From an optimization exercise on the open Yosys and OpenROAD flow, aimed at small area; shortcuts taken in it are not production practice. Where RTL was checked, it was by simulation tests only, not by an equivalence proof against the original. Power and IR drop assume default switching activity.

Design alu, start of the top module:
module alu (
    input clk,
    input [31:0] a,
    input [31:0] b,
    input [4:0] op,
    output reg [31:0] out,
    output reg zflag,
    output reg nflag,
    output reg cflag,
    output reg vflag,
    output wire sflag,
    output reg hflag
);
Size: about 110 I/O pins.
==> module alu, before the edit <==
module alu (
    input clk,
    input [31:0] a,
    input [31:0] b,
    input [4:0] op,
    output reg [31:0] out,
    output reg zflag,
    output reg nflag,
    output reg cflag,
    output reg vflag,
    output wire sflag,
    output reg hflag
);
    assign sflag = nflag ^ vflag;
    wire valid  = ~op[4] & ((~op[3] & (op[2] | op[0])) | (op[3] & ~op[2] & ~(op[1] & op[0])));
    wire op_ld  = ~op[3] & ~op[2] & ~op[1];           
    wire upd_o  = valid;
    wire upd_f  = valid & ~op_ld;
    wire op_add = ~op[2] & op[1] & op[0];             
    wire op_sub = op[2] & ~op[1] & ~op[0];            
    wire op_and = op[2] & ~op[1] & op[0];             
    wire op_or  = op[2] & op[1] & ~op[0];             
    wire op_xor = op[2] & op[1] & op[0];              
    wire op_sh  = op[3] & (op[1] | op[0]);            
    wire op_sl  = op[3] & op[0];                      
    wire op_sr  = op[3] & op[1];                      
    wire arith  = op_add | op_sub;
    wire bsel1 = op[1] | op[3] | (op[2] & op[0]);       
    wire bsel0 = ~op[1] & ~op[0] & (op[2] | op[3]);     
    wire [31:0] bb = (b & {32{bsel1}}) | (~b & {32{bsel0}});
    wire [31:0] g  = a & bb;
    wire [31:0] t  = a | bb;
    wire [31:0] q  = a ^ bb;
    wire [7:0] bg, bp;
    genvar k;
    generate
        for (k = 0; k < 8; k = k + 1) begin : blk
            assign bg[k] = g[4*k+3] | (t[4*k+3] & g[4*k+2]) | (t[4*k+3] & t[4*k+2] & g[4*k+1])
                         | (t[4*k+3] & t[4*k+2] & t[4*k+1] & g[4*k]);
            assign bp[k] = t[4*k+3] & t[4*k+2] & t[4*k+1] & t[4*k];
        end
    endgenerate
    wire [8:0] bc;
    assign bc[0] = op[2];    
    generate
        for (k = 0; k < 8; k = k + 1) begin : bcar
            assign bc[k+1] = bg[k] | (bp[k] & bc[k]);
        end
    endgenerate
    wire [32:0] c;
    generate
        for (k = 0; k < 8; k = k + 1) begin : icar
            assign c[4*k]   = bc[k];
            assign c[4*k+1] = g[4*k]   | (t[4*k]   & c[4*k]);
            assign c[4*k+2] = g[4*k+1] | (t[4*k+1] & c[4*k+1]);
            assign c[4*k+3] = g[4*k+2] | (t[4*k+2] & c[4*k+2]);
        end
    endgenerate
    assign c[32] = bc[8];
    wire [31:0] kk  = ({32{arith}} & c[31:0]) | ({32{op_or}} & g) | ({32{op_and}} & t);
    wire [31:0] sum = q ^ kk;
    wire [15:0] hg = a[15:0] & b[15:0];
    wire [15:0] ht = a[15:0] | b[15:0];
    wire [3:0] hbg, hbp;
    generate
        for (k = 0; k < 4; k = k + 1) begin : hblk
            assign hbg[k] = hg[4*k+3] | (ht[4*k+3] & hg[4*k+2]) | (ht[4*k+3] & ht[4*k+2] & hg[4*k+1])
                          | (ht[4*k+3] & ht[4*k+2] & ht[4*k+1] & hg[4*k]);
            assign hbp[k] = ht[4*k+3] & ht[4*k+2] & ht[4*k+1] & ht[4*k];
        end
    endgenerate
    wire hc1 = hbg[0];
    wire hc2 = hbg[1] | (hbp[1] & hc1);
    wire hc3 = hbg[2] | (hbp[2] & hc2);
    wire k16 = hbg[3] | (hbp[3] & hc3);
    wire [4:0] s = b[4:0] - 5'd1;
    wire sh_ok = (b[31:6] == 26'd0) & (b[5] ? (b[4:0] == 5'd0) : (b[4:0] != 5'd0));
    wire [31:0] ar;
    generate
        for (k = 0; k < 32; k = k + 1) begin : rev
            assign ar[k] = a[31-k];
        end
    endgenerate
    wire [31:0] x  = op[1] ? ar : a;
    wire [31:0] x1 = s[0] ? {x[30:0], 1'b0} : x;
    wire [31:0] x2 = s[1] ? {x1[29:0], 2'b0} : x1;
    wire [31:0] x3 = s[2] ? {x2[27:0], 4'b0} : x2;
    wire [31:0] x4 = s[3] ? {x3[23:0], 8'b0} : x3;
    wire [31:0] sh = s[4] ? {x4[15:0], 16'b0} : x4;
    wire [31:0] shr;
    generate
        for (k = 0; k < 31; k = k + 1) begin : rev2
            assign shr[k] = sh[30-k];
        end
    endgenerate
    assign shr[31] = 1'b0;
    wire en_sl = valid & op_sl & sh_ok;
    wire en_sr = valid & op_sr & sh_ok;
    wire sel_sum = valid & ~op_sh;
    wire [31:0] res = ({32{sel_sum}} & sum)
                    | ({32{en_sl}} & {sh[30:0], 1'b0})
                    | ({32{en_sr}} & shr);
    wire vv = (res[31] & ~a[31] & ~b[31]) | (~res[31] & a[31] & b[31]);
    wire z_n = (res == 32'd0);
    wire n_n = res[31];
    wire v_n = (arith | op_xor | op_sh) & vv;
    wire c_n = (arith & (c[32] ^ op[2])) | (op_sh & sh_ok & sh[31]);
    wire h_n = (op_add & c[16]) | (op_sub & ~k16 & (b[15:0] != 16'd0)) | (op_sh & sh_ok & sh[15]);
    wire [31:0] out_n = res | ({32{~upd_o}} & out);
    always @(posedge clk) begin
        out <= out_n;
        if (upd_f) begin
            zflag <= z_n;
            nflag <= n_n;
            cflag <= c_n;
            vflag <= v_n;
            hflag <= h_n;
        end
    end
endmodule
==> flow/config.mk <==
export PLATFORM = sky130hd
export DESIGN_NAME = alu
export DESIGN_NICKNAME = alu
export VERILOG_FILES = /design/flow/design.v
export SDC_FILE = /design/flow/constraint.sdc
export NUM_CORES = 4
export LEC_CHECK = 0
export ABC_AREA = 1
export CAP_MARGIN = 20
export CORE_MARGIN = 2
export CORE_UTILIZATION = 40
export CTS_BUF_LIST = sky130_fd_sc_hd__clkbuf_8
export CTS_CLUSTER_DIAMETER = 100
export CTS_CLUSTER_SIZE = 40
export GPL_TIMING_DRIVEN = 0
export SLEW_MARGIN = 20
==> flow/constraint.sdc <==
create_clock -name core_clock -period 6.5 [get_ports {clk}]
set_input_delay 1.3000 -clock core_clock [delete_from_list [all_inputs] [get_ports {clk}]]
set_output_delay 1.3000 -clock core_clock [all_outputs]
set_load 0.01 [all_outputs]
standard.sh (not shown) runs the stock make flow with config.mk's settings and CLKGATE_MAP_FILE= SYNTH_SCRIPT=/design/flow/synth_recipe.tcl, a recipe that flattens the netlist after the stock synthesis.
==> flow/flow/run.sh <==
#!/bin/bash
# Own layout flow: the standard ORFS flow (standard.sh) with two changes:
#  - synthesis runs synth_recipe.tcl with Yosys's abc pass pointed at an
#    area-oriented ABC mapping script (flow/abc_area.script);
#  - no full/half-adder extraction before ABC (ADDER_MAP_FILE empty);
#  - the port buffers that global placement inserts are buf_1 cells.
set -euo pipefail
W=$(pwd)
{ head -1 synth_recipe.tcl; cat flow/my_abc_proc.tcl; tail -n +2 synth_recipe.tcl; } > my_synth.tcl
export MY_ABC_SCRIPT=$W/flow/abc_area.script
bash standard.sh SYNTH_SCRIPT=$W/my_synth.tcl \
  "BUFFER_PORTS_ARGS=-buffer_cell sky130_fd_sc_hd__buf_1" ADDER_MAP_FILE= finish > standard_flow.log 2>&1
==> flow/flow/abc_area.script <==
strash
&get -n
&dch
&nf -R 1000
&put
==> flow/flow/my_abc_proc.tcl <==
# Yosys's abc pass runs the ABC script named by MY_ABC_SCRIPT instead of
# ORFS's abc_area/abc_speed script; everything else is synth_recipe.tcl.
proc abc {args} {
  if {[info exists ::env(MY_ABC_SCRIPT)] && $::env(MY_ABC_SCRIPT) ne ""} {
    set i [lsearch $args -script]
    if {$i >= 0} { set args [lreplace $args [expr {$i+1}] [expr {$i+1}] $::env(MY_ABC_SCRIPT)] }
  }
  puts "my_synth: abc [lsearch -inline -all $args *.script]"
  yosys abc {*}$args
}
The baseline completed without violations.
==> next run, changes <==
--- a/flow/design.v
+++ b/flow/design.v
@@ -3,9 +3,9 @@
     input [31:0] a,
     input [31:0] b,
     input [4:0] op,
     output reg [31:0] out,
-    output reg zflag,
+    output wire zflag,
     output reg nflag,
     output reg cflag,
     output reg vflag,
     output wire sflag,
@@ -100,18 +100,21 @@
     wire [31:0] res = ({32{sel_sum}} & sum)
                     | ({32{en_sl}} & {sh[30:0], 1'b0})
                     | ({32{en_sr}} & shr);
     wire vv = (res[31] & ~a[31] & ~b[31]) | (~res[31] & a[31] & b[31]);
-    wire z_n = (res == 32'd0);
     wire n_n = res[31];
     wire v_n = (arith | op_xor | op_sh) & vv;
     wire c_n = (arith & (c[32] ^ op[2])) | (op_sh & sh_ok & sh[31]);
     wire h_n = (op_add & c[16]) | (op_sub & ~k16 & (b[15:0] != 16'd0)) | (op_sh & sh_ok & sh[15]);
+    reg z_live, z_save;
+    assign zflag = z_live ? (out == 32'd0) : z_save;
+    wire op_ldv = valid & op_ld;
     wire [31:0] out_n = res | ({32{~upd_o}} & out);
     always @(posedge clk) begin
         out <= out_n;
+        if (upd_f | op_ldv) z_live <= upd_f;
+        if (op_ldv) z_save <= zflag;
         if (upd_f) begin
-            zflag <= z_n;
             nflag <= n_n;
             cflag <= c_n;
             vflag <= v_n;
             hflag <= h_n;
Global-route usage went down by 0.54 points.
Wire length fell by 4.1%.
Register-to-register slack gets worse by 0.83 ns.
Count of clock-buffer cells in the layout stays the same.
Design area decreases by 3.7%.
Fmax rises by 0.88%.
Clock skew goes up by 0.0061 ns.
Critical path depth came out higher by 1.
Total power increases by 0.90%.

the previous run:
The RTL this note starts from:
==> flow/design.v <==
module alu (
    input clk,
    input [31:0] a,
    input [31:0] b,
    input [4:0] op,
    output reg [31:0] out,
    output reg zflag,
    output reg nflag,
    output reg cflag,
    output reg vflag,
    output wire sflag,
    output reg hflag
);
    assign sflag = nflag ^ vflag;
    wire valid  = ~op[4] & ((~op[3] & (op[2] | op[0])) | (op[3] & ~op[2] & ~(op[1] & op[0])));
    wire op_ld  = ~op[3] & ~op[2] & ~op[1];           
    wire upd_o  = valid;
    wire upd_f  = valid & ~op_ld;
    wire op_add = ~op[2] & op[1] & op[0];             
    wire op_sub = op[2] & ~op[1] & ~op[0];            
    wire op_and = op[2] & ~op[1] & op[0];             
    wire op_or  = op[2] & op[1] & ~op[0];             
    wire op_xor = op[2] & op[1] & op[0];              
    wire op_sh  = op[3] & (op[1] | op[0]);            
    wire op_sl  = op[3] & op[0];                      
    wire op_sr  = op[3] & op[1];                      
    wire arith  = op_add | op_sub;
    wire bsel1 = op[1] | op[3] | (op[2] & op[0]);       
    wire bsel0 = ~op[1] & ~op[0] & (op[2] | op[3]);     
    wire [31:0] bb = (b & {32{bsel1}}) | (~b & {32{bsel0}});
    wire [31:0] g  = a & bb;
    wire [31:0] t  = a | bb;
    wire [31:0] q  = a ^ bb;
    wire [7:0] bg, bp;
    genvar k;
    generate
        for (k = 0; k < 8; k = k + 1) begin : blk
            assign bg[k] = g[4*k+3] | (t[4*k+3] & g[4*k+2]) | (t[4*k+3] & t[4*k+2] & g[4*k+1])
                         | (t[4*k+3] & t[4*k+2] & t[4*k+1] & g[4*k]);
            assign bp[k] = t[4*k+3] & t[4*k+2] & t[4*k+1] & t[4*k];
        end
    endgenerate
    wire [8:0] bc;
    assign bc[0] = op[2];    
    generate
        for (k = 0; k < 8; k = k + 1) begin : bcar
            assign bc[k+1] = bg[k] | (bp[k] & bc[k]);
        end
    endgenerate
    wire [32:0] c;
    generate
        for (k = 0; k < 8; k = k + 1) begin : icar
            assign c[4*k]   = bc[k];
            assign c[4*k+1] = g[4*k]   | (t[4*k]   & c[4*k]);
            assign c[4*k+2] = g[4*k+1] | (t[4*k+1] & c[4*k+1]);
            assign c[4*k+3] = g[4*k+2] | (t[4*k+2] & c[4*k+2]);
        end
    endgenerate
    assign c[32] = bc[8];
    wire [31:0] kk  = ({32{arith}} & c[31:0]) | ({32{op_or}} & g) | ({32{op_and}} & t);
    wire [31:0] sum = q ^ kk;
    wire [15:0] hg = a[15:0] & b[15:0];
    wire [15:0] ht = a[15:0] | b[15:0];
    wire [3:0] hbg, hbp;
    generate
        for (k = 0; k < 4; k = k + 1) begin : hblk
            assign hbg[k] = hg[4*k+3] | (ht[4*k+3] & hg[4*k+2]) | (ht[4*k+3] & ht[4*k+2] & hg[4*k+1])
                          | (ht[4*k+3] & ht[4*k+2] & ht[4*k+1] & hg[4*k]);
            assign hbp[k] = ht[4*k+3] & ht[4*k+2] & ht[4*k+1] & ht[4*k];
        end
    endgenerate
    wire hc1 = hbg[0];
    wire hc2 = hbg[1] | (hbp[1] & hc1);
    wire hc3 = hbg[2] | (hbp[2] & hc2);
    wire k16 = hbg[3] | (hbp[3] & hc3);
    wire [4:0] s = b[4:0] - 5'd1;
    wire sh_ok = (b[31:6] == 26'd0) & (b[5] ? (b[4:0] == 5'd0) : (b[4:0] != 5'd0));
    wire [31:0] ar;
    generate
        for (k = 0; k < 32; k = k + 1) begin : rev
            assign ar[k] = a[31-k];
        end
    endgenerate
    wire [31:0] x1 = ({32{~op[1] & ~s[0]}} & a) | ({32{~op[1] & s[0]}} & {a[30:0], 1'b0})
                   | ({32{op[1] & ~s[0]}} & ar) | ({32{op[1] & s[0]}} & {ar[30:0], 1'b0});
    wire [31:0] x2 = s[1] ? {x1[29:0], 2'b0} : x1;
    wire [31:0] x3 = s[2] ? {x2[27:0], 4'b0} : x2;
    wire [31:0] x4 = s[3] ? {x3[23:0], 8'b0} : x3;
    wire [31:0] sh = s[4] ? {x4[15:0], 16'b0} : x4;    
    wire en_sl = valid & op_sl & sh_ok;
    wire en_sr = valid & op_sr & sh_ok;
    wire sel_sum = valid & ~op_sh;
    wire sl0 = en_sl & ~s[4], sl1 = en_sl & s[4];
    wire sr0 = en_sr & ~s[4], sr1 = en_sr & s[4];
    wire [31:0] x4r;     
    generate
        for (k = 0; k < 32; k = k + 1) begin : rev3
            assign x4r[k] = x4[31-k];
        end
    endgenerate
    wire [31:0] res = ({32{sel_sum}} & sum)
                    | ({32{sl0}} & {x4[30:0], 1'b0})
                    | ({32{sl1}} & {x4[14:0], 17'b0})
                    | ({32{sr0}} & {1'b0, x4r[31:1]})
                    | ({32{sr1}} & {17'b0, x4r[31:17]});
    wire vv = (res[31] & ~a[31] & ~b[31]) | (~res[31] & a[31] & b[31]);
    wire z_n = (res == 32'd0);
    wire n_n = res[31];
    wire v_n = (arith | op_xor | op_sh) & vv;
    wire c_n = (arith & (c[32] ^ op[2])) | (op_sh & sh_ok & sh[31]);
    wire h_n = (op_add & c[16]) | (op_sub & ~k16 & (b[15:0] != 16'd0)) | (op_sh & sh_ok & sh[15]);
    wire [31:0] out_n = res | ({32{~upd_o}} & out);
    always @(posedge clk) begin
        out <= out_n;
        if (upd_f) begin
            zflag <= z_n;
            nflag <= n_n;
            cflag <= c_n;
            vflag <= v_n;
            hflag <= h_n;
        end
    end
endmodule
export LEC_CHECK = 0
export ABC_AREA = 1
export CAP_MARGIN = 20
export CORE_MARGIN = 2
export CORE_UTILIZATION = 40
export CTS_BUF_LIST = sky130_fd_sc_hd__clkbuf_8
export CTS_CLUSTER_DIAMETER = 100
export CTS_CLUSTER_SIZE = 40
export SLEW_MARGIN = 20
create_clock -name core_clock -period 6.5 [get_ports {clk}]
==> flow/flow/abc_area.script <==
strash
dch
map -D 3000
Scripts as last shown in full above: flow/flow/run.sh, flow/flow/my_abc_proc.tcl
The previous run has completed all stages; timing, DRC and antenna checks passed.
Input changes introduced in the current run (baseline for comparison: the previous run):
diff --git a/flow/design.v b/flow/design.v
--- a/flow/design.v
+++ b/flow/design.v
@@ -2,11 +2,11 @@
     input clk,
     input [31:0] a,
     input [31:0] b,
     input [4:0] op,
     output reg [31:0] out,
-    output reg zflag,
+    output wire zflag,
     output reg nflag,
     output reg cflag,
     output reg vflag,
     output wire sflag,
     output reg hflag
@@ -79,43 +79,43 @@
     generate
         for (k = 0; k < 32; k = k + 1) begin : rev
             assign ar[k] = a[31-k];
         end
     endgenerate
-    wire [31:0] x1 = ({32{~op[1] & ~s[0]}} & a) | ({32{~op[1] & s[0]}} & {a[30:0], 1'b0})
-                   | ({32{op[1] & ~s[0]}} & ar) | ({32{op[1] & s[0]}} & {ar[30:0], 1'b0});
+    wire [31:0] x  = op[1] ? ar : a;
+    wire [31:0] x1 = s[0] ? {x[30:0], 1'b0} : x;
     wire [31:0] x2 = s[1] ? {x1[29:0], 2'b0} : x1;
     wire [31:0] x3 = s[2] ? {x2[27:0], 4'b0} : x2;
     wire [31:0] x4 = s[3] ? {x3[23:0], 8'b0} : x3;
-    wire [31:0] sh = s[4] ? {x4[15:0], 16'b0} : x4;    
+    wire [31:0] sh = s[4] ? {x4[15:0], 16'b0} : x4;
+    wire [31:0] shr;
+    generate
+        for (k = 0; k < 31; k = k + 1) begin : rev2
+            assign shr[k] = sh[30-k];
+        end
+    endgenerate
+    assign shr[31] = 1'b0;
     wire en_sl = valid & op_sl & sh_ok;
     wire en_sr = valid & op_sr & sh_ok;
     wire sel_sum = valid & ~op_sh;
-    wire sl0 = en_sl & ~s[4], sl1 = en_sl & s[4];
-    wire sr0 = en_sr & ~s[4], sr1 = en_sr & s[4];
-    wire [31:0] x4r;     
-    generate
-        for (k = 0; k < 32; k = k + 1) begin : rev3
-            assign x4r[k] = x4[31-k];
-        end
-    endgenerate
     wire [31:0] res = ({32{sel_sum}} & sum)
-                    | ({32{sl0}} & {x4[30:0], 1'b0})
-                    | ({32{sl1}} & {x4[14:0], 17'b0})
-                    | ({32{sr0}} & {1'b0, x4r[31:1]})
-                    | ({32{sr1}} & {17'b0, x4r[31:17]});
+                    | ({32{en_sl}} & {sh[30:0], 1'b0})
+                    | ({32{en_sr}} & shr);
     wire vv = (res[31] & ~a[31] & ~b[31]) | (~res[31] & a[31] & b[31]);
-    wire z_n = (res == 32'd0);
     wire n_n = res[31];
     wire v_n = (arith | op_xor | op_sh) & vv;
     wire c_n = (arith & (c[32] ^ op[2])) | (op_sh & sh_ok & sh[31]);
     wire h_n = (op_add & c[16]) | (op_sub & ~k16 & (b[15:0] != 16'd0)) | (op_sh & sh_ok & sh[15]);
+    reg z_live, z_save;
+    assign zflag = z_live ? (out == 32'd0) : z_save;
+    wire op_ldv = valid & op_ld;
     wire [31:0] out_n = res | ({32{~upd_o}} & out);
     always @(posedge clk) begin
         out <= out_n;
+        if (upd_f | op_ldv) z_live <= upd_f;
+        if (op_ldv) z_save <= zflag;
         if (upd_f) begin
-            zflag <= z_n;
             nflag <= n_n;
             cflag <= c_n;
             vflag <= v_n;
             hflag <= h_n;
         end
Findings:
Result: PASS for each of the previous run and the current run. The current run ended with less final-layout non-clock buffer area share than the previous run. Re number of H-tree levels: no difference whatsoever between the previous run and the current run. Looking only at post-layout instance area, and setting everything else aside, the higher value of the previous run and the current run goes to the previous run. Compared with the previous run, the current run shows total power that has gone up by a little under 10%. Part of the Yosys area used for sequential elements ends up lower on the previous run. Data required time at the worst endpoint for the current run: 0.12 ns down relative to the previous run. As of the current run, multi-input combinational cell count had risen by a few percent compared to the previous run. Relative to the previous run, the first-pass GRT wire length measured on the current run has decreased by more than 10%. Switching portion of total power is lower on the current run. Final critical-path share of the clock period in the current run is 1.7 points lower than in the previous run. Diff the previous run -> the current run | critical path depth | up by a little under 10%. [compare] base=the previous run new=the current run: ratio of cells with drive above 1 in the final layout shrank by 2.0 points, combinational fraction of design power shrank by 2.0 points, via count shrank by about 3.5%.
Function not checked in the previous run: the RTL went through the layout flow alone.

[static timing again, ports no longer ideal]
No port has a modelled driver above. Below, the same layouts with a new extraction and two added sets of constraints. Step 1 (the two cells are an assumption about what drives the block):
set clk [get_ports {clk}]
set_driving_cell -lib_cell sky130_fd_sc_hd__clkbuf_16 $clk
set_driving_cell -lib_cell sky130_fd_sc_hd__buf_2 [delete_from_list [all_inputs] $clk]
Step 2 adds t to the input delays and takes it off the output delays; t is the mean of the earliest and latest rising clock arrival at the registers after step 1. Input paths then give back, and output paths get back, about the clock's delay inside the block. Three values: ideal, step 1, step 2; two values: the first two.
| run | shift t [ns] | setup slack, ns | hold slack, ns | latest minus earliest clock arrival (ns) | worst slew at a driven data input, ns |
|---|---|---|---|---|---|
| the first run of note 1 | 0.315 | 0.153 / 0.146 / -0.169 | 0.439 / 0.439 / 0.439 | 0.009 / 0.008 | 0.07 |
| the second run of note 1 | 0.325 | 0.208 / 0.212 / -0.113 | 0.485 / 0.485 / 0.485 | 0.007 / 0.007 | 0.04 |
| the previous run | 0.321 | 0.612 / 0.612 / 0.292 | 0.454 / 0.454 / 0.454 | 0.009 / 0.009 | 0.04 |
| the current run | 0.320 | 0.719 / 0.728 / 0.409 | 0.536 / 0.536 / 0.536 | 0.004 / 0.005 | 0.04 |
With both steps, setup timing fails in the first run of note 1 and the second run of note 1, where it was met with ideal ports. The setup slack of the first run of note 1, which loses most, moves by -0.007 ns with the drivers and by -0.322 ns with both steps.
